Background: an optimization exercise with open tools, aiming at small area and a short achievable clock period. Do not read the settings as production practice. For this run, only the layout was checked, not whether the RTL still works. No activity file was given, so power comes from the tool's default toggle rates.

File: flow/design.v
module alu(clk,a,b,s,out,rst);
	input [31:0] a,b;
	input [2:0] s;
	input clk,rst;
	output reg [31:0] out;
	wire sub  = ~s[2] & ~s[1] & s[0];    
	wire yinv = ~s[1] & s[0];            
	wire yone = s[2] & ~s[1] & s[0];     
	wire [31:0] y = yone ? 32'hffffffff : (b ^ {32{yinv}});
	wire [31:0] g = a & y;
	wire [31:0] p = (a ^ (b & ~{32{yone}})) ^ {32{yinv}};
	wire G0c;
	wire g1_1;
	wire g1_3;
	wire p1_3;
	wire g1_5;
	wire p1_5;
	wire g1_7;
	wire p1_7;
	wire g1_9;
	wire p1_9;
	wire g1_11;
	wire p1_11;
	wire g1_13;
	wire p1_13;
	wire g1_15;
	wire p1_15;
	wire g1_17;
	wire p1_17;
	wire g1_19;
	wire p1_19;
	wire g1_21;
	wire p1_21;
	wire g1_23;
	wire p1_23;
	wire g1_25;
	wire p1_25;
	wire g1_27;
	wire p1_27;
	wire g1_29;
	wire p1_29;
	wire g1_31;
	wire p1_31;
	wire g2_2;
	wire g2_3;
	wire g2_6;
	wire p2_6;
	wire g2_7;
	wire p2_7;
	wire g2_10;
	wire p2_10;
	wire g2_11;
	wire p2_11;
	wire g2_14;
	wire p2_14;
	wire g2_15;
	wire p2_15;
	wire g2_18;
	wire p2_18;
	wire g2_19;
	wire p2_19;
	wire g2_22;
	wire p2_22;
	wire g2_23;
	wire p2_23;
	wire g2_26;
	wire p2_26;
	wire g2_27;
	wire p2_27;
	wire g2_30;
	wire p2_30;
	wire g2_31;
	wire p2_31;
	wire g3_4;
	wire g3_5;
	wire g3_6;
	wire g3_7;
	wire g3_12;
	wire p3_12;
	wire g3_13;
	wire p3_13;
	wire g3_14;
	wire p3_14;
	wire g3_15;
	wire p3_15;
	wire g3_20;
	wire p3_20;
	wire g3_21;
	wire p3_21;
	wire g3_22;
	wire p3_22;
	wire g3_23;
	wire p3_23;
	wire g3_28;
	wire p3_28;
	wire g3_29;
	wire p3_29;
	wire g3_30;
	wire p3_30;
	wire g3_31;
	wire p3_31;
	wire g4_8;
	wire g4_9;
	wire g4_10;
	wire g4_11;
	wire g4_12;
	wire g4_13;
	wire g4_14;
	wire g4_15;
	wire g4_24;
	wire p4_24;
	wire g4_25;
	wire p4_25;
	wire g4_26;
	wire p4_26;
	wire g4_27;
	wire p4_27;
	wire g4_28;
	wire p4_28;
	wire g4_29;
	wire p4_29;
	wire g4_30;
	wire p4_30;
	wire g4_31;
	wire p4_31;
	wire g5_16;
	wire g5_17;
	wire g5_18;
	wire g5_19;
	wire g5_20;
	wire g5_21;
	wire g5_22;
	wire g5_23;
	wire g5_24;
	wire g5_25;
	wire g5_26;
	wire g5_27;
	wire g5_28;
	wire g5_29;
	wire g5_30;
	wire g5_31;
	assign G0c = g[0] | (p[0] & sub);
	assign g1_1 = g[1] | (p[1] & G0c);
	assign g1_3 = g[3] | (p[3] & g[2]);
	assign p1_3 = p[3] & p[2];
	assign g1_5 = g[5] | (p[5] & g[4]);
	assign p1_5 = p[5] & p[4];
	assign g1_7 = g[7] | (p[7] & g[6]);
	assign p1_7 = p[7] & p[6];
	assign g1_9 = g[9] | (p[9] & g[8]);
	assign p1_9 = p[9] & p[8];
	assign g1_11 = g[11] | (p[11] & g[10]);
	assign p1_11 = p[11] & p[10];
	assign g1_13 = g[13] | (p[13] & g[12]);
	assign p1_13 = p[13] & p[12];
	assign g1_15 = g[15] | (p[15] & g[14]);
	assign p1_15 = p[15] & p[14];
	assign g1_17 = g[17] | (p[17] & g[16]);
	assign p1_17 = p[17] & p[16];
	assign g1_19 = g[19] | (p[19] & g[18]);
	assign p1_19 = p[19] & p[18];
	assign g1_21 = g[21] | (p[21] & g[20]);
	assign p1_21 = p[21] & p[20];
	assign g1_23 = g[23] | (p[23] & g[22]);
	assign p1_23 = p[23] & p[22];
	assign g1_25 = g[25] | (p[25] & g[24]);
	assign p1_25 = p[25] & p[24];
	assign g1_27 = g[27] | (p[27] & g[26]);
	assign p1_27 = p[27] & p[26];
	assign g1_29 = g[29] | (p[29] & g[28]);
	assign p1_29 = p[29] & p[28];
	assign g1_31 = g[31] | (p[31] & g[30]);
	assign p1_31 = p[31] & p[30];
	assign g2_2 = g[2] | (p[2] & g1_1);
	assign g2_3 = g1_3 | (p1_3 & g1_1);
	assign g2_6 = g[6] | (p[6] & g1_5);
	assign p2_6 = p[6] & p1_5;
	assign g2_7 = g1_7 | (p1_7 & g1_5);
	assign p2_7 = p1_7 & p1_5;
	assign g2_10 = g[10] | (p[10] & g1_9);
	assign p2_10 = p[10] & p1_9;
	assign g2_11 = g1_11 | (p1_11 & g1_9);
	assign p2_11 = p1_11 & p1_9;
	assign g2_14 = g[14] | (p[14] & g1_13);
	assign p2_14 = p[14] & p1_13;
	assign g2_15 = g1_15 | (p1_15 & g1_13);
	assign p2_15 = p1_15 & p1_13;
	assign g2_18 = g[18] | (p[18] & g1_17);
	assign p2_18 = p[18] & p1_17;
	assign g2_19 = g1_19 | (p1_19 & g1_17);
	assign p2_19 = p1_19 & p1_17;
	assign g2_22 = g[22] | (p[22] & g1_21);
	assign p2_22 = p[22] & p1_21;
	assign g2_23 = g1_23 | (p1_23 & g1_21);
	assign p2_23 = p1_23 & p1_21;
	assign g2_26 = g[26] | (p[26] & g1_25);
	assign p2_26 = p[26] & p1_25;
	assign g2_27 = g1_27 | (p1_27 & g1_25);
	assign p2_27 = p1_27 & p1_25;
	assign g2_30 = g[30] | (p[30] & g1_29);
	assign p2_30 = p[30] & p1_29;
	assign g2_31 = g1_31 | (p1_31 & g1_29);
	assign p2_31 = p1_31 & p1_29;
	assign g3_4 = g[4] | (p[4] & g2_3);
	assign g3_5 = g1_5 | (p1_5 & g2_3);
	assign g3_6 = g2_6 | (p2_6 & g2_3);
	assign g3_7 = g2_7 | (p2_7 & g2_3);
	assign g3_12 = g[12] | (p[12] & g2_11);
	assign p3_12 = p[12] & p2_11;
	assign g3_13 = g1_13 | (p1_13 & g2_11);
	assign p3_13 = p1_13 & p2_11;
	assign g3_14 = g2_14 | (p2_14 & g2_11);
	assign p3_14 = p2_14 & p2_11;
	assign g3_15 = g2_15 | (p2_15 & g2_11);
	assign p3_15 = p2_15 & p2_11;
	assign g3_20 = g[20] | (p[20] & g2_19);
	assign p3_20 = p[20] & p2_19;
	assign g3_21 = g1_21 | (p1_21 & g2_19);
	assign p3_21 = p1_21 & p2_19;
	assign g3_22 = g2_22 | (p2_22 & g2_19);
	assign p3_22 = p2_22 & p2_19;
	assign g3_23 = g2_23 | (p2_23 & g2_19);
	assign p3_23 = p2_23 & p2_19;
	assign g3_28 = g[28] | (p[28] & g2_27);
	assign p3_28 = p[28] & p2_27;
	assign g3_29 = g1_29 | (p1_29 & g2_27);
	assign p3_29 = p1_29 & p2_27;
	assign g3_30 = g2_30 | (p2_30 & g2_27);
	assign p3_30 = p2_30 & p2_27;
	assign g3_31 = g2_31 | (p2_31 & g2_27);
	assign p3_31 = p2_31 & p2_27;
	assign g4_8 = g[8] | (p[8] & g3_7);
	assign g4_9 = g1_9 | (p1_9 & g3_7);
	assign g4_10 = g2_10 | (p2_10 & g3_7);
	assign g4_11 = g2_11 | (p2_11 & g3_7);
	assign g4_12 = g3_12 | (p3_12 & g3_7);
	assign g4_13 = g3_13 | (p3_13 & g3_7);
	assign g4_14 = g3_14 | (p3_14 & g3_7);
	assign g4_15 = g3_15 | (p3_15 & g3_7);
	assign g4_24 = g[24] | (p[24] & g3_23);
	assign p4_24 = p[24] & p3_23;
	assign g4_25 = g1_25 | (p1_25 & g3_23);
	assign p4_25 = p1_25 & p3_23;
	assign g4_26 = g2_26 | (p2_26 & g3_23);
	assign p4_26 = p2_26 & p3_23;
	assign g4_27 = g2_27 | (p2_27 & g3_23);
	assign p4_27 = p2_27 & p3_23;
	assign g4_28 = g3_28 | (p3_28 & g3_23);
	assign p4_28 = p3_28 & p3_23;
	assign g4_29 = g3_29 | (p3_29 & g3_23);
	assign p4_29 = p3_29 & p3_23;
	assign g4_30 = g3_30 | (p3_30 & g3_23);
	assign p4_30 = p3_30 & p3_23;
	assign g4_31 = g3_31 | (p3_31 & g3_23);
	assign p4_31 = p3_31 & p3_23;
	assign g5_16 = g[16] | (p[16] & g4_15);
	assign g5_17 = g1_17 | (p1_17 & g4_15);
	assign g5_18 = g2_18 | (p2_18 & g4_15);
	assign g5_19 = g2_19 | (p2_19 & g4_15);
	assign g5_20 = g3_20 | (p3_20 & g4_15);
	assign g5_21 = g3_21 | (p3_21 & g4_15);
	assign g5_22 = g3_22 | (p3_22 & g4_15);
	assign g5_23 = g3_23 | (p3_23 & g4_15);
	assign g5_24 = g4_24 | (p4_24 & g4_15);
	assign g5_25 = g4_25 | (p4_25 & g4_15);
	assign g5_26 = g4_26 | (p4_26 & g4_15);
	assign g5_27 = g4_27 | (p4_27 & g4_15);
	assign g5_28 = g4_28 | (p4_28 & g4_15);
	assign g5_29 = g4_29 | (p4_29 & g4_15);
	assign g5_30 = g4_30 | (p4_30 & g4_15);
	assign g5_31 = g4_31 | (p4_31 & g4_15);
	wire [31:0] c;
	assign c[0] = sub;
	assign c[1] = G0c;
	assign c[2] = g1_1;
	assign c[3] = g2_2;
	assign c[4] = g2_3;
	assign c[5] = g3_4;
	assign c[6] = g3_5;
	assign c[7] = g3_6;
	assign c[8] = g3_7;
	assign c[9] = g4_8;
	assign c[10] = g4_9;
	assign c[11] = g4_10;
	assign c[12] = g4_11;
	assign c[13] = g4_12;
	assign c[14] = g4_13;
	assign c[15] = g4_14;
	assign c[16] = g4_15;
	assign c[17] = g5_16;
	assign c[18] = g5_17;
	assign c[19] = g5_18;
	assign c[20] = g5_19;
	assign c[21] = g5_20;
	assign c[22] = g5_21;
	assign c[23] = g5_22;
	assign c[24] = g5_23;
	assign c[25] = g5_24;
	assign c[26] = g5_25;
	assign c[27] = g5_26;
	assign c[28] = g5_27;
	assign c[29] = g5_28;
	assign c[30] = g5_29;
	assign c[31] = g5_30;
	wire sel_add;
	wire [31:0] sum = ({32{sel_add}} & p) ^ ({32{sel_add}} & c);
	wire left = s[0];
	wire [31:0] x;
	wire [31:0] t;
	genvar i;
	generate for (i = 0; i < 32; i = i + 1) begin : rv
		assign x[i] = left ? a[31-i] : a[i];
	end endgenerate
	assign t = x >> b[4:0];
	wire big = |b[31:5];
	wire run = ~rst;
	assign sel_add = run & ~s[2] & ~s[1];
	wire sel_g   = run & ~s[2] & s[1];              
	wire sel_p   = run & ((s[1] & s[0] & ~s[2]) | (s[2] & ~s[1]));   
	wire sel_shr = run & s[2] & s[1] & ~s[0] & ~big;
	wire sel_shl = run & s[2] & s[1] & s[0] & ~big;
	wire [31:0] r;
	generate for (i = 0; i < 32; i = i + 1) begin : om
		assign r[i] = sum[i] | (sel_g & g[i]) | (sel_p & p[i])
		            | (sel_shr & t[i]) | (sel_shl & t[31-i]);
	end endgenerate
	always @(posedge clk)
		out <= r;
endmodule
File: flow/run.sh
#!/bin/bash
# synth_recipe.tcl (not shown) runs the flow's synth.tcl, then flattens the netlist and writes it again
# the make line also repeats each setting of config.mk as NAME=value (left out here)
make -C /OpenROAD-flow-scripts/flow DESIGN_CONFIG=/design/flow/config.mk WORK_HOME=/design/flow/orfs CLKGATE_MAP_FILE= SYNTH_SCRIPT=/design/flow/synth_recipe.tcl finish
File: flow/config.mk
export PLATFORM = sky130hd
export DESIGN_NAME = alu
export DESIGN_NICKNAME = alu
export VERILOG_FILES = /design/flow/design.v
export SDC_FILE = /design/flow/constraint.sdc
export NUM_CORES = 4
export LEC_CHECK = 0
export ABC_AREA = 1
export CAP_MARGIN = 20
export CORE_MARGIN = 2
export CORE_UTILIZATION = 40
export SLEW_MARGIN = 20
File: flow/constraint.sdc
create_clock -name core_clock -period 5.2 [get_ports {clk}]
set_input_delay 1.0400 -clock core_clock [delete_from_list [all_inputs] [get_ports {clk}]]
set_output_delay 1.0400 -clock core_clock [all_outputs]
set_load 0.01 [all_outputs]
==> flow_summary.rst <==
.. list-table::
   :header-rows: 1

   * - Metric
     - Value
   * - Status
     - complete, no violations
   * - Leading cell types in the layout, fill and taps excluded
     - 403 x nand2_1, 146 x nand3_1, 127 x inv_1, 99 x clkdlybuf4s50_1, 90 x nor2_1
   * - DP Wirelength
     - 20.3 mm
   * - Power per cell area
     - 188 nW/µm²
   * - Drt wl/cell
     - 17.6 µm
   * - Top register by number of flip-flops
     - out
   * - DRC violations left
     - 0
   * - Die Span Y
     - 126 µm
   * - TritonRoute pass-1 iters
     - 5
   * - Sum of buffers and inverters on the critical path
     - 3
   * - Number of nets produced by synthesis
     - 1233
   * - Met2 capacity usage during global routing
     - 43.3%
   * - # clock sinks
     - 32
   * - Vias after detailed routing
     - 7781
   * - Registers with the most flip-flops
     - out x32
   * - Vias in the first global route
     - 6692
   * - Arrival time worst endpoint
     - 3930 ps
   * - Min Tclk post-route
     - 3760 ps
   * - Flip-flop count of the largest register, all copies and words added
     - 32
   * - Busiest grt layer
     - met1
   * - Endpoints failing setup
     - 0
   * - Ratio of cells with drive above 1 in the final layout
     - 6.59%
   * - Critical path's top delay family
     - simple AND/OR/NAND/NOR gates
   * - Area growth from synthesis to final layout
     - 21.0%
   * - First-pass GRT wire length
     - 37.4 mm
   * - Standard cell core area
     - 14500 µm²
   * - Crit path largest cell delay
     - 650 ps
   * - Mean area per synthesized cell
     - 5.10 µm²
   * - Maximum resistive drop on vdd
     - 0.000101 V
   * - Met1 demand-to-capacity share in global routing
     - 45.1%
   * - GR met3 Demand/Resource
     - 5.44%
   * - Avg Vias per Cell
     - 5.51
   * - Fin Setup TNS
     - 0 ps
   * - Hold Path Class
     - in -> reg
   * - Post-CTS sizing
     - 0
   * - Area of the mapped netlist
     - 5940 µm²
   * - Row count
     - 44
   * - Antenna diode count
     - 0
   * - Maximum number of pins on one net before global-route repair
     - 44
   * - Most common cell after layout, fill and taps aside
     - nand2_1
   * - Post-route ant nets
     - 0
   * - Number of antenna violations at the first check in global routing
     - 0
   * - Number of nets in the layout
     - 1297
   * - # hold bufs at CTS
     - 0
   * - Number of cells on the worst hold path
     - 6
   * - Post-synthesis async set-or-reset flop share
     - 0%
   * - Leakage power figure
     - 3.56 nW
   * - Kind of capture point of the worst setup path
     - register
   * - Endpoints failing hold
     - 0
   * - Worst hold path endpoint
     - out[0]
   * - Die boundary width
     - 126 µm
   * - Number of enable-type register cells in the synthesized netlist
     - 0
   * - Number of max-capacitance violations reported
     - 0
   * - Most frequent cell on the critical path
     - nand2_1
   * - Endpoint required time on the critical path
     - 5370 ps
   * - I/O pins
     - 101
   * - Worst slew pin tran
     - 1050 ps
   * - Worst slew slack as a fraction of its limit
     - 29.8%
   * - Die area
     - 15800 µm²
   * - Initial core utilization
     - 40.9%
   * - Maximum clock path buffer count
     - 2
   * - Violation count after the first detailed-route iteration
     - 725
   * - Total number of H-tree levels
     - 2
   * - Worst Path Max Fanout
     - 32
   * - Sum of overflow across all layers after global routing
     - 0
   * - Sequential area share after synthesis
     - 10.8%
   * - Cells traversed along the worst timing path
     - clkdlybuf4s50_1 > inv_2 > nand2_4 > buf_4 > nand2_1 > nand3_1 > nand3_1 > nand2_1 > nand2_1 > nand2_1 > nand2_1 > nand2_2 > nand2_1 > nand2_2 > nand2_2 > nand2_4 > nand2_1 > nand4_1 > nand3_1
   * - Clock transition at the registers of the reported paths
     - 50 ps
   * - TritonCTS clock tree
     - built
   * - Unrepaired setup endpoints after global routing
     - false
   * - Max-slew violation count
     - 0
   * - Count of buffers from port buffering
     - 100
   * - Hold Startpoint
     - s[0]
   * - Dominant register cell in the synthesized netlist
     - dfxtp_1
   * - Slowest cell on the critical path
     - clkdlybuf4s50_1
   * - Number of distinct standard cells referenced by the synthesized netlist
     - 42
   * - Clk Tree Root Cell
     - clkbuf_16
   * - Total Power Consumption
     - 1.35 mW
   * - CP startpoint kind
     - input pin
   * - Number of buffers inserted by post-CTS setup repair
     - 0
   * - Gpl congestion
     - 1.02
   * - Final routed wirelength across all metal layers
     - 24.8 mm
   * - GRT Total Usage
     - 30.4%
   * - Fmax
     - 0.266 GHz
   * - Count of synthesis-stage warnings from yosys
     - 1
   * - Final period utilization
     - 72.3%
   * - CP Class
     - in -> reg
   * - Number of cells produced by synthesis
     - 1164
   * - Clock buffers created by TritonCTS
     - 5
   * - Total of flip-flops plus latches after synthesis
     - 32
-- layer usage --
metal | part of all wire (%) | vias up | routed length [µm]
li1 | - | 3959 | -
met1 | 46 | 3391 | 11400
met2 | 40 | 392 | 9970
met3 | 11 | 39 | 2610
met4 | 3.5 | 0 | 873
met5 | 0 | - | 0
-- synthesized netlist by cell type (2+ instances only) --
master    instances  area [µm²]
a21oi_1          33         165
buf_1            11        41.3
o211ai_4          2        42.5
dfxtp_1          32         641
nand2_1         403        1510
nor2_1           90         338
nand4_1          29         181
nand2_2          13        81.3
nor2_2            4        25.0
buf_4             2        15.0
or2_2            11        68.8
nand3_1         146         731
nor3_1           14        70.1
o21ai_0          86         430
o22ai_1          21         131
nand2_4           3        33.8
buf_2            11        55.1
inv_2             7        26.3
nor3_2            2        20.0
mux2i_1          18         180
inv_1           127         477
nor4_1            3        18.8
o21ai_2           2        17.5
o21a_1            3        22.5
a221oi_1          2        17.5
clkinv_1          4        15.0
o211ai_2          7        87.6
clkbuf_1         29         109
buf_6             6        67.6
o211ai_1         16         120
o221ai_1          5        43.8
nand3b_1          3        22.5
o21ai_1           9        45.0
a21boi_0          2        15.0
-- stage by stage --
stage	hold slack, ps	instance area, µm²	utilization, %	worst slack [ps]	std cells
after detailed placement	1770	7000	48.2	1210	1405
after global placement	1770	7000	48.2	1230	1405
after CTS	1600	7180	49.4	1510	1413
after floorplan	1280	5940	-	2350	1164
final	1620	7180	49.4	1440	1413
after global routing	1660	7180	49.4	1150	1413
-- how the worst max path moves through the flow --
stage	cells past startpoint	slack [ps]	start	to
finish	19	1440	s[1]	out[21]
global route	20	1150	b[0]	out[25]
CTS	20	1510	b[0]	out[25]
detailed placement	20	1210	b[0]	out[21]
global placement	20	1230	b[0]	out[19]
floorplan	18	2350	s[0]	out[17]
-- final cells by class --
class	count	area, µm²
clock buffers	7	153
clock inverters	1	30.0
fillers	1649	7350
inverters	138	518
multi-input cells	935	4500
flip-flops and latches	32	641
well taps	184	230
repair buffers	116	1120
-- kinds of logic after synthesis --
family,after synthesis,share of synthesized area (%)
compound gates,192,19.7
xor+xnor,1,0.148
buf+inv,197,13.6
flops,32,10.8
mux,18,3.03
simple gates,724,52.8
-- power breakdown --
part	switching, mW	total, mW	leakage (nW)	internal (mW)
sequential	0.00720	0.280	0.266	0.273
clock	0.112	0.364	0.0901	0.252
combinational	0.453	0.704	3.21	0.251
total	0.572	1.35	3.56	0.776

what the ideal ports hide:
In the flow no input, the clock included, has a driving cell. The finished layout below was timed again as built, in two steps. Step 1, drivers: a clkbuf_16 drives clk and a buf_2 each remaining input, both assumed. Step 2 times the ports against the registers' clock, not the clock port: input delays grow and output delays shrink by t, the midpoint of the rising clock arrivals with the driver on. a / b / c = ideal / step 1 / step 2; a / b = the first two.
shift t [ns]: 0.319
slack for setup (ns): 1.440 / 1.454 / 1.135
slew at the worst register clock pin (ns): 0.05 / 0.05
worst data-port slew with drivers (ns): 0.05
After both steps setup and hold are still met in this run. For this run, drivers alone change the setup slack by +0.014 ns; drivers and shift together by -0.305 ns.
